Source: an optimization exercise on an open RTL-to-GDS flow (aim: small area and a short achievable clock period). Production flows keep margins and buffers that such runs may drop. No run shown here included a check of the RTL's function; only the layout flow was run.

--- config.mk ---
export PLATFORM = sky130hd
export DESIGN_NAME = alu
export DESIGN_NICKNAME = alu
export VERILOG_FILES = /design/flow/design.v
export SDC_FILE = /design/flow/constraint.sdc
export NUM_CORES = 4
export LEC_CHECK = 0
export CAP_MARGIN = 20
export CORE_MARGIN = 2
export CORE_UTILIZATION = 40
export SLEW_MARGIN = 20
--- constraint.sdc ---
create_clock -name core_clock -period 8.5 [get_ports {i_clk}]
set_input_delay 1.7000 -clock core_clock [delete_from_list [all_inputs] [get_ports {i_clk}]]
set_output_delay 1.7000 -clock core_clock [all_outputs]
set_load 0.01 [all_outputs]
--- design.v ---
module alu #(
    parameter INST_W = 4,
    parameter INT_W  = 6,
    parameter FRAC_W = 10,
    parameter DATA_W = INT_W + FRAC_W
)(
    input                      i_clk,
    input                      i_rst_n,
    input                      i_in_valid,
    output                     o_busy,
    input         [INST_W-1:0] i_inst,
    input  signed [DATA_W-1:0] i_data_a,
    input  signed [DATA_W-1:0] i_data_b,
    output                     o_out_valid,
    output        [DATA_W-1:0] o_data
);
    reg busy_r;      
    reg ovalid_r;
    always @(posedge i_clk or negedge i_rst_n) begin
        if (!i_rst_n) begin
            busy_r   <= 1'b0;
            ovalid_r <= 1'b0;
        end else begin
            busy_r   <= i_in_valid;
            ovalid_r <= busy_r;
        end
    end
    assign o_busy      = busy_r;
    assign o_out_valid = ovalid_r;
    wire [3:0]  op = i_inst;
    wire [15:0] a  = i_data_a;
    wire [15:0] b  = i_data_b;
    wire op_add = (op == 4'd0);
    wire op_sub = (op == 4'd1);
    wire op_mul = (op == 4'd2);
    wire op_acc = (op == 4'd3);
    wire op_sp  = (op == 4'd4);
    wire op_xor = (op == 4'd5);
    wire op_rs  = (op == 4'd6);
    wire op_lr  = (op == 4'd7);
    wire op_clz = (op == 4'd8);
    wire op_rm  = (op == 4'd9);
    wire a_neg   = a[15];
    wire a_hi    = ~a_neg & (|a[14:11]);           
    wire a_p0    = ~a_neg & ~(|a[14:11]);          
    wire a_top1  = &a[14:10];                      
    wire a_m1    = a_neg & a_top1;
    wire a_m2    = a_neg & (&a[14:11]) & ~a[10];   
    wire a_m3    = a_neg & (&a[14:12]) & ~a[11] & a[10];   
    wire [15:0] sp_v = a_p0 ? {3'b000, a[10], ~a[10], a[9:0], 1'b0} :       
                       a_m1 ? {5'b00000, a[10:0]} :                         
                       a_m2 ? {4'b0000, a[9], ~a[9], a[8:0], 1'b0} :       
                              {6'b000000, a[9:0]};                          
    wire sp_k3 = a_p0 | a_m1;
    wire sp_mid = a_p0 | a_m1 | a_m2 | a_m3;
    wire [15:0] sp_k = sp_k3 ? 16'd21845 : 16'd7281;
    wire [15:0] x_d = (op_sp & sp_mid) ? sp_v : a;
    wire [15:0] y_d = op_sub ? ~b :
                      op_lr  ? {b[15:4], 4'd0 - b[3:0]} :
                      op_sp  ? (sp_mid ? sp_k : 16'd0) :
                      b;
    reg [15:0] x_r, y_r;
    reg s_addsub_r, s_acc_r, s_sum_r, s_cin_r, s_mul_r, s_sp_r, s_xor_r;
    reg s_rs_r, s_lr_r, s_clz_r, s_rm_r;
    always @(posedge i_clk) begin
        x_r        <= x_d;
        y_r        <= y_d;
        s_addsub_r <= op_add | op_sub;
        s_acc_r    <= op_acc;
        s_sum_r    <= op_add | op_sub | op_acc;
        s_cin_r    <= op_sub;
        s_mul_r    <= op_mul;
        s_sp_r     <= op_sp & sp_mid;
        s_xor_r    <= op_xor | (op_sp & a_hi);
        s_rs_r     <= op_rs;
        s_lr_r     <= op_lr;
        s_clz_r    <= op_clz;
        s_rm_r     <= op_rm;
    end
    wire [16:0] ye = {y_r, 1'b0};
    wire [7:0]  m_one, m_two, m_neg;
    genvar gi;
    generate for (gi = 0; gi < 8; gi = gi + 1) begin : g_benc
        assign m_one[gi] = ye[2*gi+1] ^ ye[2*gi];
        assign m_two[gi] = (ye[2*gi+2] & ~ye[2*gi+1] & ~ye[2*gi]) | (~ye[2*gi+2] & ye[2*gi+1] & ye[2*gi]);
        assign m_neg[gi] = ye[2*gi+2];
    end endgenerate
    reg  [19:0] acc [0:15];
    reg  [15:0] acc_v;
    wire [15:0] idx_dec = 16'd1 << x_r[3:0];
    reg  [19:0] op1;
    integer k;
    always @(*) begin
        op1 = {20{s_addsub_r}} & {{4{x_r[15]}}, x_r};
        for (k = 0; k < 16; k = k + 1)
            op1 = op1 | ({20{s_acc_r & idx_dec[k] & acc_v[k]}} & acc[k]);
    end
    wire [19:0] sum = op1 + {{4{y_r[15]}}, y_r} + {19'd0, s_cin_r};
    wire        sum_ok = (sum[19:15] == 5'b00000) | (sum[19:15] == 5'b11111);
    wire [15:0] sum_sat = sum_ok ? sum[15:0] : {sum[19], {15{~sum[19]}}};
    wire acc_we = busy_r & s_acc_r;
    always @(posedge i_clk or negedge i_rst_n) begin
        if (!i_rst_n)
            acc_v <= 16'd0;
        else if (acc_we)
            acc_v <= acc_v | idx_dec;
    end
    always @(posedge i_clk) begin
        for (k = 0; k < 16; k = k + 1)
            if (acc_we & idx_dec[k])
                acc[k] <= sum;
    end
    wire [16:0] xe = {x_r[15], x_r};
    wire [17:0] xs = {x_r[15], x_r, 1'b0};
    wire [16:0] pp0 = ({17{m_one[0]}} & xe | {17{m_two[0]}} & xs[16:0]) ^ {17{m_neg[0]}};
    wire [16:0] pp1 = ({17{m_one[1]}} & xe | {17{m_two[1]}} & xs[16:0]) ^ {17{m_neg[1]}};
    wire [16:0] pp2 = ({17{m_one[2]}} & xe | {17{m_two[2]}} & xs[16:0]) ^ {17{m_neg[2]}};
    wire [16:0] pp3 = ({17{m_one[3]}} & xe | {17{m_two[3]}} & xs[16:0]) ^ {17{m_neg[3]}};
    wire [16:0] pp4 = ({17{m_one[4]}} & xe | {17{m_two[4]}} & xs[16:0]) ^ {17{m_neg[4]}};
    wire [16:0] pp5 = ({17{m_one[5]}} & xe | {17{m_two[5]}} & xs[16:0]) ^ {17{m_neg[5]}};
    wire [16:0] pp6 = ({17{m_one[6]}} & xe | {17{m_two[6]}} & xs[16:0]) ^ {17{m_neg[6]}};
    wire [16:0] pp7 = ({17{m_one[7]}} & xe | {17{m_two[7]}} & xs[16:0]) ^ {17{m_neg[7]}};
    wire hs1;
    wire hc2;
    wire hs3;
    wire hc4;
    wire fs5;
    wire fc6;
    wire hs7;
    wire hc8;
    wire fs9;
    wire fc10;
    wire hs11;
    wire hc12;
    wire fs13;
    wire fc14;
    wire fs15;
    wire fc16;
    wire hs17;
    wire hc18;
    wire fs19;
    wire fc20;
    wire fs21;
    wire fc22;
    wire fs23;
    wire fc24;
    wire fs25;
    wire fc26;
    wire fs27;
    wire fc28;
    wire fs29;
    wire fc30;
    wire fs31;
    wire fc32;
    wire fs33;
    wire fc34;
    wire hs35;
    wire hc36;
    wire fs37;
    wire fc38;
    wire fs39;
    wire fc40;
    wire fs41;
    wire fc42;
    wire hs43;
    wire hc44;
    wire fs45;
    wire fc46;
    wire hs47;
    wire hc48;
    wire hs49;
    wire hc50;
    wire hs51;
    wire hc52;
    wire fs53;
    wire fc54;
    wire hs55;
    wire hc56;
    wire fs57;
    wire fc58;
    wire fs59;
    wire fc60;
    wire fs61;
    wire fc62;
    wire fs63;
    wire fc64;
    wire fs65;
    wire fc66;
    wire fs67;
    wire fc68;
    wire fs69;
    wire fc70;
    wire fs71;
    wire fc72;
    wire fs73;
    wire fc74;
    wire fs75;
    wire fc76;
    wire fs77;
    wire fc78;
    wire fs79;
    wire fc80;
    wire fs81;
    wire fc82;
    wire fs83;
    wire fc84;
    wire fs85;
    wire fc86;
    wire fs87;
    wire fc88;
    wire fs89;
    wire fc90;
    wire fs91;
    wire fc92;
    wire fs93;
    wire fc94;
    wire fs95;
    wire fc96;
    wire fs97;
    wire fc98;
    wire fs99;
    wire fc100;
    wire fs101;
    wire fc102;
    wire fs103;
    wire fc104;
    wire fs105;
    wire fc106;
    wire fs107;
    wire fc108;
    wire fs109;
    wire fc110;
    wire fs111;
    wire fc112;
    wire fs113;
    wire fc114;
    wire hs115;
    wire hc116;
    wire fs117;
    wire fc118;
    wire hs119;
    wire hc120;
    wire hs121;
    wire hc122;
    wire hs123;
    wire hc124;
    wire fs125;
    wire fc126;
    wire fs127;
    wire fc128;
    wire fs129;
    wire fc130;
    wire fs131;
    wire fc132;
    wire fs133;
    wire fc134;
    wire fs135;
    wire fc136;
    wire fs137;
    wire fc138;
    wire fs139;
    wire fc140;
    wire fs141;
    wire fc142;
    wire fs143;
    wire fc144;
    wire fs145;
    wire fc146;
    wire fs147;
    wire fc148;
    wire fs149;
    wire fc150;
    wire fs151;
    wire fc152;
    wire fs153;
    wire fc154;
    wire fs155;
    wire fc156;
    wire fs157;
    wire fc158;
    wire fs159;
    wire fc160;
    wire fs161;
    wire fc162;
    wire fs163;
    wire fc164;
    wire fs165;
    wire fc166;
    wire hs167;
    wire hc168;
    wire hs169;
    wire hc170;
    wire hs171;
    wire hc172;
    wire fs173;
    wire fc174;
    wire fs175;
    wire fc176;
    wire fs177;
    wire fc178;
    wire fs179;
    wire fc180;
    wire fs181;
    wire fc182;
    wire fs183;
    wire fc184;
    wire fs185;
    wire fc186;
    wire fs187;
    wire fc188;
    wire fs189;
    wire fc190;
    wire fs191;
    wire fc192;
    wire fs193;
    wire fc194;
    wire fs195;
    wire fc196;
    wire fs197;
    wire fc198;
    wire fs199;
    wire fc200;
    wire fs201;
    wire fc202;
    wire fs203;
    wire fc204;
    wire fs205;
    wire fc206;
    wire fs207;
    wire fc208;
    wire fs209;
    wire fc210;
    wire fs211;
    wire fc212;
    wire fs213;
    wire fc214;
    wire fs215;
    wire fc216;
    wire fs217;
    wire fc218;
    wire fs219;
    wire fc220;
    wire fs221;
    wire fc222;
    wire hs223;
    wire hc224;
    assign hs1 = m_neg[5] ^ pp0[10];
    assign hc2 = m_neg[5] & pp0[10];
    assign hs3 = pp0[11] ^ pp1[9];
    assign hc4 = pp0[11] & pp1[9];
    assign fs5 = m_neg[6] ^ pp0[12] ^ pp1[10];
    assign fc6 = (m_neg[6] & pp0[12]) | (m_neg[6] & pp1[10]) | (pp0[12] & pp1[10]);
    assign hs7 = pp2[8] ^ pp3[6];
    assign hc8 = pp2[8] & pp3[6];
    assign fs9 = pp0[13] ^ pp1[11] ^ pp2[9];
    assign fc10 = (pp0[13] & pp1[11]) | (pp0[13] & pp2[9]) | (pp1[11] & pp2[9]);
    assign hs11 = pp3[7] ^ pp4[5];
    assign hc12 = pp3[7] & pp4[5];
    assign fs13 = m_neg[7] ^ pp0[14] ^ pp1[12];
    assign fc14 = (m_neg[7] & pp0[14]) | (m_neg[7] & pp1[12]) | (pp0[14] & pp1[12]);
    assign fs15 = pp2[10] ^ pp3[8] ^ pp4[6];
    assign fc16 = (pp2[10] & pp3[8]) | (pp2[10] & pp4[6]) | (pp3[8] & pp4[6]);
    assign hs17 = pp5[4] ^ pp6[2];
    assign hc18 = pp5[4] & pp6[2];
    assign fs19 = s_sp_r ^ pp0[15] ^ pp1[13];
    assign fc20 = (s_sp_r & pp0[15]) | (s_sp_r & pp1[13]) | (pp0[15] & pp1[13]);
    assign fs21 = pp2[11] ^ pp3[9] ^ pp4[7];
    assign fc22 = (pp2[11] & pp3[9]) | (pp2[11] & pp4[7]) | (pp3[9] & pp4[7]);
    assign fs23 = pp5[5] ^ pp6[3] ^ pp7[1];
    assign fc24 = (pp5[5] & pp6[3]) | (pp5[5] & pp7[1]) | (pp6[3] & pp7[1]);
    assign fs25 = 1'b1 ^ pp1[14] ^ pp2[12];
    assign fc26 = (1'b1 & pp1[14]) | (1'b1 & pp2[12]) | (pp1[14] & pp2[12]);
    assign fs27 = pp3[10] ^ pp4[8] ^ pp5[6];
    assign fc28 = (pp3[10] & pp4[8]) | (pp3[10] & pp5[6]) | (pp4[8] & pp5[6]);
    assign fs29 = pp6[4] ^ pp7[2] ^ ~pp0[16];
    assign fc30 = (pp6[4] & pp7[2]) | (pp6[4] & ~pp0[16]) | (pp7[2] & ~pp0[16]);
    assign fs31 = 1'b1 ^ pp1[15] ^ pp2[13];
    assign fc32 = (1'b1 & pp1[15]) | (1'b1 & pp2[13]) | (pp1[15] & pp2[13]);
    assign fs33 = pp3[11] ^ pp4[9] ^ pp5[7];
    assign fc34 = (pp3[11] & pp4[9]) | (pp3[11] & pp5[7]) | (pp4[9] & pp5[7]);
    assign hs35 = pp6[5] ^ pp7[3];
    assign hc36 = pp6[5] & pp7[3];
    assign fs37 = pp2[14] ^ pp3[12] ^ pp4[10];
    assign fc38 = (pp2[14] & pp3[12]) | (pp2[14] & pp4[10]) | (pp3[12] & pp4[10]);
    assign fs39 = pp5[8] ^ pp6[6] ^ pp7[4];
    assign fc40 = (pp5[8] & pp6[6]) | (pp5[8] & pp7[4]) | (pp6[6] & pp7[4]);
    assign fs41 = 1'b1 ^ pp2[15] ^ pp3[13];
    assign fc42 = (1'b1 & pp2[15]) | (1'b1 & pp3[13]) | (pp2[15] & pp3[13]);
    assign hs43 = pp4[11] ^ pp5[9];
    assign hc44 = pp4[11] & pp5[9];
    assign fs45 = pp3[14] ^ pp4[12] ^ pp5[10];
    assign fc46 = (pp3[14] & pp4[12]) | (pp3[14] & pp5[10]) | (pp4[12] & pp5[10]);
    assign hs47 = 1'b1 ^ pp3[15];
    assign hc48 = 1'b1 & pp3[15];
    assign hs49 = m_neg[3] ^ pp0[6];
    assign hc50 = m_neg[3] & pp0[6];
    assign hs51 = pp0[7] ^ pp1[5];
    assign hc52 = pp0[7] & pp1[5];
    assign fs53 = m_neg[4] ^ pp0[8] ^ pp1[6];
    assign fc54 = (m_neg[4] & pp0[8]) | (m_neg[4] & pp1[6]) | (pp0[8] & pp1[6]);
    assign hs55 = pp2[4] ^ pp3[2];
    assign hc56 = pp2[4] & pp3[2];
    assign fs57 = s_mul_r ^ pp0[9] ^ pp1[7];
    assign fc58 = (s_mul_r & pp0[9]) | (s_mul_r & pp1[7]) | (pp0[9] & pp1[7]);
    assign fs59 = pp2[5] ^ pp3[3] ^ pp4[1];
    assign fc60 = (pp2[5] & pp3[3]) | (pp2[5] & pp4[1]) | (pp3[3] & pp4[1]);
    assign fs61 = pp1[8] ^ pp2[6] ^ pp3[4];
    assign fc62 = (pp1[8] & pp2[6]) | (pp1[8] & pp3[4]) | (pp2[6] & pp3[4]);
    assign fs63 = pp4[2] ^ pp5[0] ^ hs1;
    assign fc64 = (pp4[2] & pp5[0]) | (pp4[2] & hs1) | (pp5[0] & hs1);
    assign fs65 = pp2[7] ^ pp3[5] ^ pp4[3];
    assign fc66 = (pp2[7] & pp3[5]) | (pp2[7] & pp4[3]) | (pp3[5] & pp4[3]);
    assign fs67 = pp5[1] ^ hc2 ^ hs3;
    assign fc68 = (pp5[1] & hc2) | (pp5[1] & hs3) | (hc2 & hs3);
    assign fs69 = pp4[4] ^ pp5[2] ^ pp6[0];
    assign fc70 = (pp4[4] & pp5[2]) | (pp4[4] & pp6[0]) | (pp5[2] & pp6[0]);
    assign fs71 = hc4 ^ hs7 ^ fs5;
    assign fc72 = (hc4 & hs7) | (hc4 & fs5) | (hs7 & fs5);
    assign fs73 = pp5[3] ^ pp6[1] ^ hc8;
    assign fc74 = (pp5[3] & pp6[1]) | (pp5[3] & hc8) | (pp6[1] & hc8);
    assign fs75 = hs11 ^ fc6 ^ fs9;
    assign fc76 = (hs11 & fc6) | (hs11 & fs9) | (fc6 & fs9);
    assign fs77 = pp7[0] ^ hc12 ^ hs17;
    assign fc78 = (pp7[0] & hc12) | (pp7[0] & hs17) | (hc12 & hs17);
    assign fs79 = fc10 ^ fs13 ^ fs15;
    assign fc80 = (fc10 & fs13) | (fc10 & fs15) | (fs13 & fs15);
    assign fs81 = hc18 ^ fc14 ^ fc16;
    assign fc82 = (hc18 & fc14) | (hc18 & fc16) | (fc14 & fc16);
    assign fs83 = fs19 ^ fs21 ^ fs23;
    assign fc84 = (fs19 & fs21) | (fs19 & fs23) | (fs21 & fs23);
    assign fs85 = fc20 ^ fc22 ^ fc24;
    assign fc86 = (fc20 & fc22) | (fc20 & fc24) | (fc22 & fc24);
    assign fs87 = fs25 ^ fs27 ^ fs29;
    assign fc88 = (fs25 & fs27) | (fs25 & fs29) | (fs27 & fs29);
    assign fs89 = hs35 ^ fc26 ^ fc28;
    assign fc90 = (hs35 & fc26) | (hs35 & fc28) | (fc26 & fc28);
    assign fs91 = fc30 ^ fs31 ^ fs33;
    assign fc92 = (fc30 & fs31) | (fc30 & fs33) | (fs31 & fs33);
    assign fs93 = ~pp1[16] ^ hc36 ^ fc32;
    assign fc94 = (~pp1[16] & hc36) | (~pp1[16] & fc32) | (hc36 & fc32);
    assign fs95 = fc34 ^ fs37 ^ fs39;
    assign fc96 = (fc34 & fs37) | (fc34 & fs39) | (fs37 & fs39);
    assign fs97 = pp6[7] ^ pp7[5] ^ hs43;
    assign fc98 = (pp6[7] & pp7[5]) | (pp6[7] & hs43) | (pp7[5] & hs43);
    assign fs99 = fc38 ^ fc40 ^ fs41;
    assign fc100 = (fc38 & fc40) | (fc38 & fs41) | (fc40 & fs41);
    assign fs101 = pp6[8] ^ pp7[6] ^ ~pp2[16];
    assign fc102 = (pp6[8] & pp7[6]) | (pp6[8] & ~pp2[16]) | (pp7[6] & ~pp2[16]);
    assign fs103 = hc44 ^ fc42 ^ fs45;
    assign fc104 = (hc44 & fc42) | (hc44 & fs45) | (fc42 & fs45);
    assign fs105 = pp4[13] ^ pp5[11] ^ pp6[9];
    assign fc106 = (pp4[13] & pp5[11]) | (pp4[13] & pp6[9]) | (pp5[11] & pp6[9]);
    assign fs107 = pp7[7] ^ hs47 ^ fc46;
    assign fc108 = (pp7[7] & hs47) | (pp7[7] & fc46) | (hs47 & fc46);
    assign fs109 = pp4[14] ^ pp5[12] ^ pp6[10];
    assign fc110 = (pp4[14] & pp5[12]) | (pp4[14] & pp6[10]) | (pp5[12] & pp6[10]);
    assign fs111 = pp7[8] ^ ~pp3[16] ^ hc48;
    assign fc112 = (pp7[8] & ~pp3[16]) | (pp7[8] & hc48) | (~pp3[16] & hc48);
    assign fs113 = 1'b1 ^ pp4[15] ^ pp5[13];
    assign fc114 = (1'b1 & pp4[15]) | (1'b1 & pp5[13]) | (pp4[15] & pp5[13]);
    assign hs115 = pp6[11] ^ pp7[9];
    assign hc116 = pp6[11] & pp7[9];
    assign fs117 = pp5[14] ^ pp6[12] ^ pp7[10];
    assign fc118 = (pp5[14] & pp6[12]) | (pp5[14] & pp7[10]) | (pp6[12] & pp7[10]);
    assign hs119 = 1'b1 ^ pp5[15];
    assign hc120 = 1'b1 & pp5[15];
    assign hs121 = m_neg[2] ^ pp0[4];
    assign hc122 = m_neg[2] & pp0[4];
    assign hs123 = pp0[5] ^ pp1[3];
    assign hc124 = pp0[5] & pp1[3];
    assign fs125 = pp1[4] ^ pp2[2] ^ pp3[0];
    assign fc126 = (pp1[4] & pp2[2]) | (pp1[4] & pp3[0]) | (pp2[2] & pp3[0]);
    assign fs127 = pp2[3] ^ pp3[1] ^ hc50;
    assign fc128 = (pp2[3] & pp3[1]) | (pp2[3] & hc50) | (pp3[1] & hc50);
    assign fs129 = pp4[0] ^ hc52 ^ hs55;
    assign fc130 = (pp4[0] & hc52) | (pp4[0] & hs55) | (hc52 & hs55);
    assign fs131 = hc56 ^ fc54 ^ fs57;
    assign fc132 = (hc56 & fc54) | (hc56 & fs57) | (fc54 & fs57);
    assign fs133 = fc58 ^ fc60 ^ fs61;
    assign fc134 = (fc58 & fc60) | (fc58 & fs61) | (fc60 & fs61);
    assign fs135 = fc62 ^ fs65 ^ fc64;
    assign fc136 = (fc62 & fs65) | (fc62 & fc64) | (fs65 & fc64);
    assign fs137 = fc66 ^ fs69 ^ fc68;
    assign fc138 = (fc66 & fs69) | (fc66 & fc68) | (fs69 & fc68);
    assign fs139 = fc70 ^ fs73 ^ fc72;
    assign fc140 = (fc70 & fs73) | (fc70 & fc72) | (fs73 & fc72);
    assign fs141 = fc74 ^ fs77 ^ fc76;
    assign fc142 = (fc74 & fs77) | (fc74 & fc76) | (fs77 & fc76);
    assign fs143 = fc78 ^ fs81 ^ fc80;
    assign fc144 = (fc78 & fs81) | (fc78 & fc80) | (fs81 & fc80);
    assign fs145 = fc82 ^ fs85 ^ fc84;
    assign fc146 = (fc82 & fs85) | (fc82 & fc84) | (fs85 & fc84);
    assign fs147 = fc86 ^ fs89 ^ fc88;
    assign fc148 = (fc86 & fs89) | (fc86 & fc88) | (fs89 & fc88);
    assign fs149 = fc90 ^ fs93 ^ fc92;
    assign fc150 = (fc90 & fs93) | (fc90 & fc92) | (fs93 & fc92);
    assign fs151 = fs97 ^ fc94 ^ fc96;
    assign fc152 = (fs97 & fc94) | (fs97 & fc96) | (fc94 & fc96);
    assign fs153 = fs101 ^ fc98 ^ fc100;
    assign fc154 = (fs101 & fc98) | (fs101 & fc100) | (fc98 & fc100);
    assign fs155 = fc102 ^ fs105 ^ fs107;
    assign fc156 = (fc102 & fs105) | (fc102 & fs107) | (fs105 & fs107);
    assign fs157 = fc106 ^ fs109 ^ fs111;
    assign fc158 = (fc106 & fs109) | (fc106 & fs111) | (fs109 & fs111);
    assign fs159 = hs115 ^ fc110 ^ fs113;
    assign fc160 = (hs115 & fc110) | (hs115 & fs113) | (fc110 & fs113);
    assign fs161 = ~pp4[16] ^ hc116 ^ fc114;
    assign fc162 = (~pp4[16] & hc116) | (~pp4[16] & fc114) | (hc116 & fc114);
    assign fs163 = pp6[13] ^ pp7[11] ^ hs119;
    assign fc164 = (pp6[13] & pp7[11]) | (pp6[13] & hs119) | (pp7[11] & hs119);
    assign fs165 = pp6[14] ^ pp7[12] ^ ~pp5[16];
    assign fc166 = (pp6[14] & pp7[12]) | (pp6[14] & ~pp5[16]) | (pp7[12] & ~pp5[16]);
    assign hs167 = 1'b1 ^ pp6[15];
    assign hc168 = 1'b1 & pp6[15];
    assign hs169 = m_neg[1] ^ pp0[2];
    assign hc170 = m_neg[1] & pp0[2];
    assign hs171 = pp0[3] ^ pp1[1];
    assign hc172 = pp0[3] & pp1[1];
    assign fs173 = pp1[2] ^ pp2[0] ^ hs121;
    assign fc174 = (pp1[2] & pp2[0]) | (pp1[2] & hs121) | (pp2[0] & hs121);
    assign fs175 = pp2[1] ^ hc122 ^ hs123;
    assign fc176 = (pp2[1] & hc122) | (pp2[1] & hs123) | (hc122 & hs123);
    assign fs177 = hc124 ^ hs49 ^ fs125;
    assign fc178 = (hc124 & hs49) | (hc124 & fs125) | (hs49 & fs125);
    assign fs179 = hs51 ^ fc126 ^ fs127;
    assign fc180 = (hs51 & fc126) | (hs51 & fs127) | (fc126 & fs127);
    assign fs181 = fs53 ^ fc128 ^ fs129;
    assign fc182 = (fs53 & fc128) | (fs53 & fs129) | (fc128 & fs129);
    assign fs183 = fs59 ^ fc130 ^ fs131;
    assign fc184 = (fs59 & fc130) | (fs59 & fs131) | (fc130 & fs131);
    assign fs185 = fs63 ^ fc132 ^ fs133;
    assign fc186 = (fs63 & fc132) | (fs63 & fs133) | (fc132 & fs133);
    assign fs187 = fs67 ^ fc134 ^ fs135;
    assign fc188 = (fs67 & fc134) | (fs67 & fs135) | (fc134 & fs135);
    assign fs189 = fs71 ^ fc136 ^ fs137;
    assign fc190 = (fs71 & fc136) | (fs71 & fs137) | (fc136 & fs137);
    assign fs191 = fs75 ^ fc138 ^ fs139;
    assign fc192 = (fs75 & fc138) | (fs75 & fs139) | (fc138 & fs139);
    assign fs193 = fs79 ^ fc140 ^ fs141;
    assign fc194 = (fs79 & fc140) | (fs79 & fs141) | (fc140 & fs141);
    assign fs195 = fs83 ^ fc142 ^ fs143;
    assign fc196 = (fs83 & fc142) | (fs83 & fs143) | (fc142 & fs143);
    assign fs197 = fs87 ^ fc144 ^ fs145;
    assign fc198 = (fs87 & fc144) | (fs87 & fs145) | (fc144 & fs145);
    assign fs199 = fs91 ^ fc146 ^ fs147;
    assign fc200 = (fs91 & fc146) | (fs91 & fs147) | (fc146 & fs147);
    assign fs201 = fs95 ^ fc148 ^ fs149;
    assign fc202 = (fs95 & fc148) | (fs95 & fs149) | (fc148 & fs149);
    assign fs203 = fs99 ^ fc150 ^ fs151;
    assign fc204 = (fs99 & fc150) | (fs99 & fs151) | (fc150 & fs151);
    assign fs205 = fs103 ^ fc152 ^ fs153;
    assign fc206 = (fs103 & fc152) | (fs103 & fs153) | (fc152 & fs153);
    assign fs207 = fc104 ^ fc154 ^ fs155;
    assign fc208 = (fc104 & fc154) | (fc104 & fs155) | (fc154 & fs155);
    assign fs209 = fc108 ^ fs157 ^ fc156;
    assign fc210 = (fc108 & fs157) | (fc108 & fc156) | (fs157 & fc156);
    assign fs211 = fc112 ^ fs159 ^ fc158;
    assign fc212 = (fc112 & fs159) | (fc112 & fc158) | (fs159 & fc158);
    assign fs213 = fs117 ^ fs161 ^ fc160;
    assign fc214 = (fs117 & fs161) | (fs117 & fc160) | (fs161 & fc160);
    assign fs215 = fc118 ^ fs163 ^ fc162;
    assign fc216 = (fc118 & fs163) | (fc118 & fc162) | (fs163 & fc162);
    assign fs217 = hc120 ^ fs165 ^ fc164;
    assign fc218 = (hc120 & fs165) | (hc120 & fc164) | (fs165 & fc164);
    assign fs219 = pp7[13] ^ hs167 ^ fc166;
    assign fc220 = (pp7[13] & hs167) | (pp7[13] & fc166) | (hs167 & fc166);
    assign fs221 = pp7[14] ^ ~pp6[16] ^ hc168;
    assign fc222 = (pp7[14] & ~pp6[16]) | (pp7[14] & hc168) | (~pp6[16] & hc168);
    assign hs223 = 1'b1 ^ pp7[15];
    assign hc224 = 1'b1 & pp7[15];
    wire [31:0] pr_a = {1'b1, ~pp7[16], hs223, fs221, fs219, fs217, fs215, fs213, fs211, fs209, fs207, fs205, fs203, fs201, fs199, fs197, fs195, fs193, fs191, fs189, fs187, fs185, fs183, fs181, fs179, fs177, fs175, fs173, hs171, pp1[0], pp0[1], m_neg[0]};
    wire [31:0] pr_b = {1'b0, hc224, fc222, fc220, fc218, fc216, fc214, fc212, fc210, fc208, fc206, fc204, fc202, fc200, fc198, fc196, fc194, fc192, fc190, fc188, fc186, fc184, fc182, fc180, fc178, fc176, fc174, hc172, hc170, hs169, 1'b0, pp0[0]};
    wire [31:0] prod = pr_a + pr_b;    
    wire        mul_ok = (prod[31:25] == 7'b0000000) | (prod[31:25] == 7'b1111111);
    wire [15:0] mul_res = mul_ok ? prod[25:10] : {prod[31], {15{~prod[31]}}};
    wire [15:0] sp_res  = prod[31:16];
    wire [31:0] rot2 = {x_r, x_r} >> y_r[3:0];
    wire [15:0] rot  = rot2[15:0];
    reg  [15:0] rs_res;
    integer j;
    always @(*) begin
        for (j = 0; j < 16; j = j + 1)
            rs_res[j] = (y_r[4] | (j + y_r[3:0] > 15)) ? x_r[15] : rot[j];
    end
    reg [4:0] zcnt;
    always @(*) begin
        zcnt = 5'd0;
        for (j = 0; j < 16; j = j + 1)
            if (x_r[j]) zcnt = 15 - j;
    end
    reg [12:0] match4;
    always @(*) begin
        for (j = 0; j < 13; j = j + 1)
            match4[j] = (x_r[j+:4] == y_r[(15-j)-:4]);
    end
    wire [15:0] res = ({16{s_sum_r}} & sum_sat)
                    | ({16{s_mul_r}} & mul_res)
                    | ({16{s_sp_r }} & sp_res)
                    | ({16{s_xor_r}} & (x_r ^ y_r))
                    | ({16{s_rs_r }} & rs_res)
                    | ({16{s_lr_r }} & rot)
                    | ({16{s_clz_r}} & {11'd0, zcnt})
                    | ({16{s_rm_r }} & {3'd0, match4});
    reg [15:0] odata_r;
    always @(posedge i_clk)
        odata_r <= res;
    assign o_data = odata_r;
endmodule
--- run.sh ---
#!/bin/bash
# synth_recipe.tcl (not shown) runs the flow's synth.tcl, then flattens the netlist and writes it again
# the make line also repeats each setting of config.mk as NAME=value (left out here)
make -C /OpenROAD-flow-scripts/flow DESIGN_CONFIG=/design/flow/config.mk WORK_HOME=/design/flow/orfs CLKGATE_MAP_FILE= SYNTH_SCRIPT=/design/flow/synth_recipe.tcl finish
==> results of run 1 <==
## flip-flops by register name, indices dropped and copies added (netlist names), 16 cells and up
name,flops
acc,320
acc_v,16
odata_r,16
x_r,16
y_r,16
## path summary, 6_finish.rpt
check / start / to / slack, ps / cells after the start
worst max register to register: y_r[10]$_DFF_P_ / odata_r[12]$_DFF_P_ / 680 / 20
max in group asynchronous: i_rst_n / acc_v[6]$_DFFE_PN0P_ / 6290 / 1
worst min-delay path: acc_v[14]$_DFFE_PN0P_ / acc_v[14]$_DFFE_PN0P_ / 460 / 1
worst min register to register: acc_v[14]$_DFFE_PN0P_ / acc_v[14]$_DFFE_PN0P_ / 460 / 1
min in group asynchronous: i_rst_n / acc_v[8]$_DFFE_PN0P_ / 1660 / 1
worst max-delay path: y_r[10]$_DFF_P_ / odata_r[12]$_DFF_P_ / 680 / 20
## cell usage in the layout, fill, tap and decap left out, drive strengths merged, types with 56 or more instances in the layout
master | netlist | routed
a21oi | 152 | 152
a221oi | 80 | 80
a22oi | 137 | 137
buf | 58 | 97
clkdlybuf4s50 | 0 | 56
dfxtp | 59 | 59
edfxtp | 320 | 320
fa | 91 | 91
ha | 85 | 85
inv | 120 | 121
nand2 | 210 | 210
nor2 | 164 | 164
o21ai | 156 | 156
xnor2 | 100 | 100
## metrics by stage
stage / util [%] / area [sq um]
finish: 44.9 / 28900
global route: 44.9 / 28900
CTS: 44.9 / 28900
detailed placement: 42.8 / 27500
global placement: 42.8 / 27500
floorplan: - / 26000
## per-layer routing
layer	vias up	GRT usage [%]	routed length [um]
met4	0	14.4	5480
met1	10600	35.3	37200
met5	-	0	0
li1	9427	-	-
met3	243	3.14	6650
met2	1059	47.0	45500
## area by class of cell
class	count	area share (%)
multi-input combinational	1798	46.5
inverter	121	1.57
tap	855	3.70
timing repair buffer	153	4.47
clock buffer	46	3.63
clock inverter	25	1.11
sequential	397	39.0
## cells by family (layout without fill, tap and decap cells)
kind of cell | after synthesis | in the layout | share of synthesized area [%]
adders and majority gates | 196 | 196 | 11.9
AOI/OAI and AO/OA | 799 | 799 | 21.7
xor gates and xnor gates | 136 | 136 | 4.58
DFF | 397 | 397 | 43.3
muxes | 40 | 40 | 2.09
buffers and inverters | 352 | 345 | 5.17
and+or+nand+nor | 627 | 627 | 11.4
==> reports/results.tsv, run 1 <==
stage	metric	value	unit
cts	CTS tree	yes	
critical_path	Buffers & Inverters on Critical Path	1	
run	Max Cap Violations	0	
cells_and_area	FF/Latch Area	11300	sq um
critical_path	CP required	8870	ps
logic_synthesis	largest area contributor in the netlist	edfxtp_1	
drt	Routed Antenna Nets	0	
sta	achievable frequency	0.128	GHz
drt	WL final	94.8	mm
logic_synthesis	post-synth cell types	90	
logic_synthesis	asr flop ratio synth	4.53	%
logic_synthesis	Post-Syn Area	26000	sq um
cts	Post-CTS Setup Bufs	0	
cells_and_area	final cell count without fillers	3395	
sta	Final Hold Fails	0	
drt	routed wire length per instance	27.9	um
critical_path	critical path's slowest cell	dfxtp_1	
cells_and_area	P&R area growth vs syn	11.2	%
global_routing	initial antenna violation count	0	
cts	Sink Count	397	
critical_path	critical path's top delay family	compound AO/OA/AOI/OAI gates	
drt	via/cell ratio	6.30	
floorplan	Die X	259	um
cells_and_area	# fillers	5971	
drt	Vias	21400	
critical_path	worst path cell trace	nand2_1, nand2_1, a21oi_1, o21ai_0, fa_1, fa_1, inv_1, fa_1, fa_1, ha_1, nand4_1, nor3_1, nand2_1, a211o_1, a31oi_2, a21oi_1, or3_1, o41ai_2, a21boi_2, o2111ai_1	
sta	clock skew	12.0	ps
sta	worst slew pin tran	1080	ps
cts	# resized after CTS	0	
drt	drt first pass iters	6	
critical_path	Setup crit end kind	flip-flop	
placed_design	dpl ws	873	ps
sta	final worst slack	675	ps
cells_and_area	ant diodes	0	
sta	RSZ-0062 raised after global routing	false	
cells_and_area	Final nets	2726	
critical_path	CP Class	flip-flop to flip-flop	
placed_design	Port Buf Inserts	56	
floorplan	die height	259	um
logic_synthesis	Synth Register Bits	397	
cts	CTS Buf Count	40	
logic_synthesis	dominant cells by area after synthesis	edfxtp_1, fa_1, dfxtp_1	
status	status	finished clean	
cells_and_area	share of layout cells above drive strength 1	10.9	%
drt	Initial DRC Count	2124	
global_routing	global-route wire length before repair	139	mm
sta	Hold Slack	458	ps
critical_path	CP startpoint kind	flip-flop	
cts	Worst-path clk slew	60	ps
placed_design	DP Cell Count	3324	
floorplan	Starting Density	40.4	%
logic_synthesis	Yosys warning count	2	
logic_synthesis	leading cell types by count after synthesis	edfxtp_1, nand2_1, clkbuf_1, nor2_1, o21ai_0	
floorplan	core area	64300	sq um
sta	max_slew headroom	27.8	%
global_routing	GRT Residual Overflow	0	
global_routing	GRT Util Overall	27.9	%
critical_path	CP max FO	16	
cts	Max H-tree Level	2	
min_path	Worst Hold Class	flip-flop to flip-flop	
logic_synthesis	Mapped Cells	2547	
critical_path	Worst path max stage delay	970	ps
floorplan	io pins	57	
sta	final setup vio count	0	
placed_design	gpl congestion	0.960	
global_routing	pin count of the biggest net entering global routing	47	
logic_synthesis	number of synthesized flops with an enable pin	320	
logic_synthesis	syn nets	2762	
logic_synthesis	Syn Area/Cell	10.2	sq um
cts	Hold Buf Count CTS	0	
critical_path	CP dominant cell by count	fa_1	
logic_synthesis	Main synth FF type	edfxtp_1	
cells_and_area	multi-input logic area	13500	sq um
sta	TNS Setup	0	ps
logic_synthesis	post-synth top area share	37.0	%
logic_synthesis	post-synthesis sequential area ratio	43.3	%
placed_design	Post-DP HPWL	66.0	mm
drt	DRC violations left	0	
sta	min Tclk post-route	7820	ps
critical_path	Crit path arrival time	8190	ps
sta	Pins Over Slew Limit	0	
cts	clk buf depth	3	
floorplan	Die ar.	67000	sq um
floorplan	Rows	93	
sta	crit share post-route	92.1	%
cts	Root Driver	clkbuf_16	
global_routing	number of global-route vias before repair	20800	
logic_synthesis	top-count cell post-synth	edfxtp_1	
cts	Clock Latency Late Sink	540	ps
==> inputs of run 2 (changes only) <==
--- a/design.v
+++ b/design.v
@@ -77,13 +77,16 @@
         s_clz_r    <= op_clz;
         s_rm_r     <= op_rm;
     end
-    wire [16:0] ye = {y_r, 1'b0};
-    wire [7:0]  m_one, m_two, m_neg;
+    wire [16:0] ye_d = {y_d, 1'b0};
+    reg  [7:0]  m_one, m_two;
+    wire [7:0]  m_neg;
     genvar gi;
     generate for (gi = 0; gi < 8; gi = gi + 1) begin : g_benc
-        assign m_one[gi] = ye[2*gi+1] ^ ye[2*gi];
-        assign m_two[gi] = (ye[2*gi+2] & ~ye[2*gi+1] & ~ye[2*gi]) | (~ye[2*gi+2] & ye[2*gi+1] & ye[2*gi]);
-        assign m_neg[gi] = ye[2*gi+2];
+        always @(posedge i_clk) begin
+            m_one[gi] <= ye_d[2*gi+1] ^ ye_d[2*gi];
+            m_two[gi] <= (ye_d[2*gi+2] & ~ye_d[2*gi+1] & ~ye_d[2*gi]) | (~ye_d[2*gi+2] & ye_d[2*gi+1] & ye_d[2*gi]);
+        end
+        assign m_neg[gi] = y_r[2*gi+1];
     end endgenerate
     reg  [19:0] acc [0:15];
     reg  [15:0] acc_v;
--- a/config.mk
+++ b/config.mk
@@ -5,7 +5,9 @@
 export SDC_FILE = /design/flow/constraint.sdc
 export NUM_CORES = 4
 export LEC_CHECK = 0
+export ABC_CLOCK_PERIOD_IN_PS = 3500
 export CAP_MARGIN = 20
 export CORE_MARGIN = 2
-export CORE_UTILIZATION = 40
+export CORE_UTILIZATION = 60
+export SETUP_SLACK_MARGIN = 5
 export SLEW_MARGIN = 20
==> reports/results.tsv, run 2 <==
stage	metric	value	unit	change
logic_synthesis	Post-Syn Area	24800	sq um	-4.5%
critical_path	CP required	9020	ps	+150 ps
placed_design	Post-DP HPWL	54.7	mm	-17%
sta	TNS Setup	0	ps	unchanged
drt	Routed Antenna Nets	0		unchanged
critical_path	R2R cell count	19		-5.0%
cts	Clock Latency Late Sink	600	ps	+60 ps
floorplan	Die ar.	43000	sq um	-36%
cells_and_area	max reg flops	320		unchanged
sta	final setup vio count	0		unchanged
logic_synthesis	Syn Area/Cell	11.2	sq um	+9.4%
critical_path	CP startpoint kind	flip-flop		
drt	Initial DRC Count	3097		+46%
logic_synthesis	top-count cell post-synth	edfxtp_1		
sta	RSZ-0062 raised after global routing	true		
sta	min Tclk post-route	5790	ps	-2040 ps
cts	Sink Count	412		+3.8%
cells_and_area	ant diodes	0		unchanged
sta	clock skew	42.6	ps	+30.6 ps
logic_synthesis	number of synthesized flops with an enable pin	320		unchanged
run	Max Cap Violations	0		unchanged
cts	Hold Buf Count CTS	0		unchanged
critical_path	Crit path arrival time	6310	ps	-1880 ps
global_routing	pin count of the biggest net entering global routing	43		-8.5%
cells_and_area	P&R area growth vs syn	24.8	%	
logic_synthesis	leading cell types by count after synthesis	edfxtp_1, a22oi_1, xnor2_1, nand2_1, inv_1		
logic_synthesis	post-synth top area share	38.7	%	+1.8 points
floorplan	Starting Density	60.8	%	+20 points
critical_path	Setup crit end kind	flip-flop		
floorplan	Rows	74		-20%
placed_design	gpl congestion	0.977		+1.8%
sta	worst slew pin tran	1190	ps	+111 ps
logic_synthesis	largest area contributor in the netlist	edfxtp_1		
sta	achievable frequency	0.173	GHz	+35%
sta	Final Hold Fails	0		unchanged
cells_and_area	most frequent cells in the layout	edfxtp_1, a22oi_1, xnor2_1		
logic_synthesis	Mapped Cells	2222		-13%
logic_synthesis	asr flop ratio synth	4.37	%	-0.17 points
critical_path	Worst path max stage delay	600	ps	-370 ps
min_path	Worst Hold Depth	1		unchanged
cells_and_area	share of layout cells above drive strength 1	26.7	%	+16 points
global_routing	GRT Residual Overflow	0		unchanged
drt	via/cell ratio	6.97		+11%
drt	drt first pass iters	9		+3
cells_and_area	most common cell after layout, fill and taps aside	edfxtp_1		
min_path	hold worst-path end	acc_v[15]$_DFFE_PN0P_		
critical_path	critical path's top delay family	adder cells		
sta	crit share post-route	68.1	%	-24 points
global_routing	GRT Util Overall	40.1	%	+12 points
critical_path	R2R Path Start	m_one[1]$_DFF_P_		
cells_and_area	Largest Register	acc		
logic_synthesis	Main synth FF type	edfxtp_1		
critical_path	critical path's slowest cell	fa_1		
critical_path	CP Class	flip-flop to flip-flop		
logic_synthesis	dominant cells by area after synthesis	edfxtp_1, fa_1, xnor2_1		
drt	DRC violations left	0		unchanged
global_routing	global-route wire length before repair	129	mm	-7.2%
critical_path	CP max FO	17		+1
drt	Vias	20600		-3.9%
floorplan	core area	40800	sq um	-37%
logic_synthesis	Synth Register Bits	412		+3.8%
global_routing	number of global-route vias before repair	20000		-3.8%
status	status	finished clean		
placed_design	Port Buf Inserts	56		unchanged
sta	max_slew headroom	20.3	%	-7.5 points
logic_synthesis	post-synth cell types	81		-10%
cts	Worst-path clk slew	70	ps	about the same
critical_path	FF-to-FF End	odata_r[0]$_DFF_P_		
cts	Root Driver	clkbuf_16		
logic_synthesis	post-synthesis sequential area ratio	46.5	%	+3.3 points
drt	WL final	88.6	mm	-6.6%
floorplan	io pins	57		unchanged
critical_path	flop2flop setup slack	2710	ps	+2040 ps
min_path	hold_sp	acc_v[15]$_DFFE_PN0P_		
min_path	Worst Hold Class	flip-flop to flip-flop		
cts	clk buf depth	3		unchanged
cells_and_area	final core utilization	75.9	%	+31 points
logic_synthesis	Yosys warning count	2		unchanged
cts	CTS Buf Count	41		+2.5%
sta	Pins Over Slew Limit	0		unchanged
cts	Max H-tree Level	2		unchanged
floorplan	Die X	207	um	-20%
cells_and_area	Final nets	2598		-4.7%
critical_path	Buffers & Inverters on Critical Path	3		+2
global_routing	initial antenna violation count	0		unchanged
logic_synthesis	syn nets	2438		-12%
cts	CTS tree	yes		
critical_path	worst path cell trace	buf_6, a22oi_2, xnor2_1, fa_2, fa_2, inv_2, fa_1, fa_1, ha_4, a21oi_4, o21ai_2, a311oi_2, buf_4, a21oi_4, a21o_1, or4_1, or4_4, o31a_4, o2111ai_2		
drt	routed wire length per instance	30.1	um	+7.6%
floorplan	die height	207	um	-20%
-- run 2: cell types whose count changed after synthesis, moves of 38 or more --
cell	before	now
a22oi_1	136	195
a21oi_1	150	74
nor2_1	164	87
xnor2_1	100	183
a221oi_1	80	42
o21ai_0	152	83
clkbuf_1	173	123
nand2_1	210	131
-- run 2: final cells by class --
| class | count | area, sq um |
|---|---|---|
| sequential | 412 | 11700 |
| timing repair buffer | 283 | 2910 |
| clock inverter | 27 | 299 |
| tap | 532 | 666 |
| inverter | 137 | 567 |
| clock buffer | 49 | 1110 |
| multi-input combinational | 1507 | 13800 |
| fill | 2535 | 9860 |
-- run 2: worst max-delay path by stage --
stage,from,endpoint,slack [ps],depth (start not counted)
final,m_one[1]$_DFF_P_,odata_r[0]$_DFF_P_,2710,19
after global routing,y_r[5]$_DFF_P_,odata_r[0]$_DFF_P_,2580,23
after CTS,y_r[5]$_DFF_P_,odata_r[11]$_DFF_P_,2920,20
after detailed placement,y_r[9]$_DFF_P_,odata_r[4]$_DFF_P_,1380,18
after global placement,y_r[9]$_DFF_P_,odata_r[1]$_DFF_P_,1660,17
after floorplan,y_r[0]$_DFF_P_,odata_r[10]$_DFF_P_,2750,23
-- run 2: through the flow --
stage / setup WS (ps) / instances / instance area (sq um) / hold WS, ps
after global routing: 2580 / 2947 / 31000 / 487
after CTS: 2920 / 2888 / 30000 / 465
final: 2710 / 2947 / 31000 / 467
after floorplan: 2750 / 2222 / 25500 / 430
after global placement: 1660 / 2702 / 26200 / 444
after detailed placement: 1380 / 2702 / 26300 / 444
-- run 2: logic make-up (layout without fill, tap and decap cells) --
kind of cell / Yosys count / in the layout / share of synthesized area (%)
and+or+nand+nor: 454 / 457 / 8.92
AOI/OAI and AO/OA: 595 / 596 / 17.6
adders and majority gates: 177 / 177 / 11.7
buffers and inverters: 307 / 496 / 4.73
muxes: 43 / 43 / 2.24
DFF: 412 / 412 / 46.5
xor gates and xnor gates: 234 / 234 / 8.26
-- run 2: repair_timing --
| action | 4_1_cts | 5_1_grt |
|---|---|---|
| gates resized for setup | 319 | 99 |
| endpoints found under the setup margin | 368 | 284 |
| buffers inserted | 100 | 56 |
| gates cloned | 10 | 3 |
| pin swaps | 83 | 72 |
| hold endpoints to repair | 0 | 0 |
-- run 2: routing by layer --
layer,global-route usage (%),wire length (um),vias up
met2,63.0,39900,1521
li1,-,-,8620
met4,28.1,8150,0
met1,50.2,31100,9950
met5,0,0,-
met3,8.09,9420,460

## what the ideal ports hide
In the flow no input, the clock included, has a driving cell. The finished layouts below were timed again as built, in two steps. Step 1 sets driving cells, clkbuf_16 on the clock port and buf_2 on the other inputs (assumed; they add their load-dependent delay and slew). Step 2 adds t to the input delays and takes it off the output delays; t is the mean of the earliest and latest rising clock arrival at the registers after step 1. Input paths then give back, and output paths get back, about the clock's delay inside the block. Three values: no drivers, after step 1, after step 2; two values: the first two.
run	t (ns)	slack for setup (ns)	worst hold slack (ns)	worst setup path at the end	slew at the worst register clock pin (ns)
run 1	0.589	0.675 / 0.675 / 0.675	0.458 / 0.458 / 0.458	register to register	0.07 / 0.07
run 2	0.635	2.713 / 2.713 / 2.713	0.467 / 0.467 / 0.467	register to register	0.07 / 0.07
After both steps every run listed still meets setup and hold.
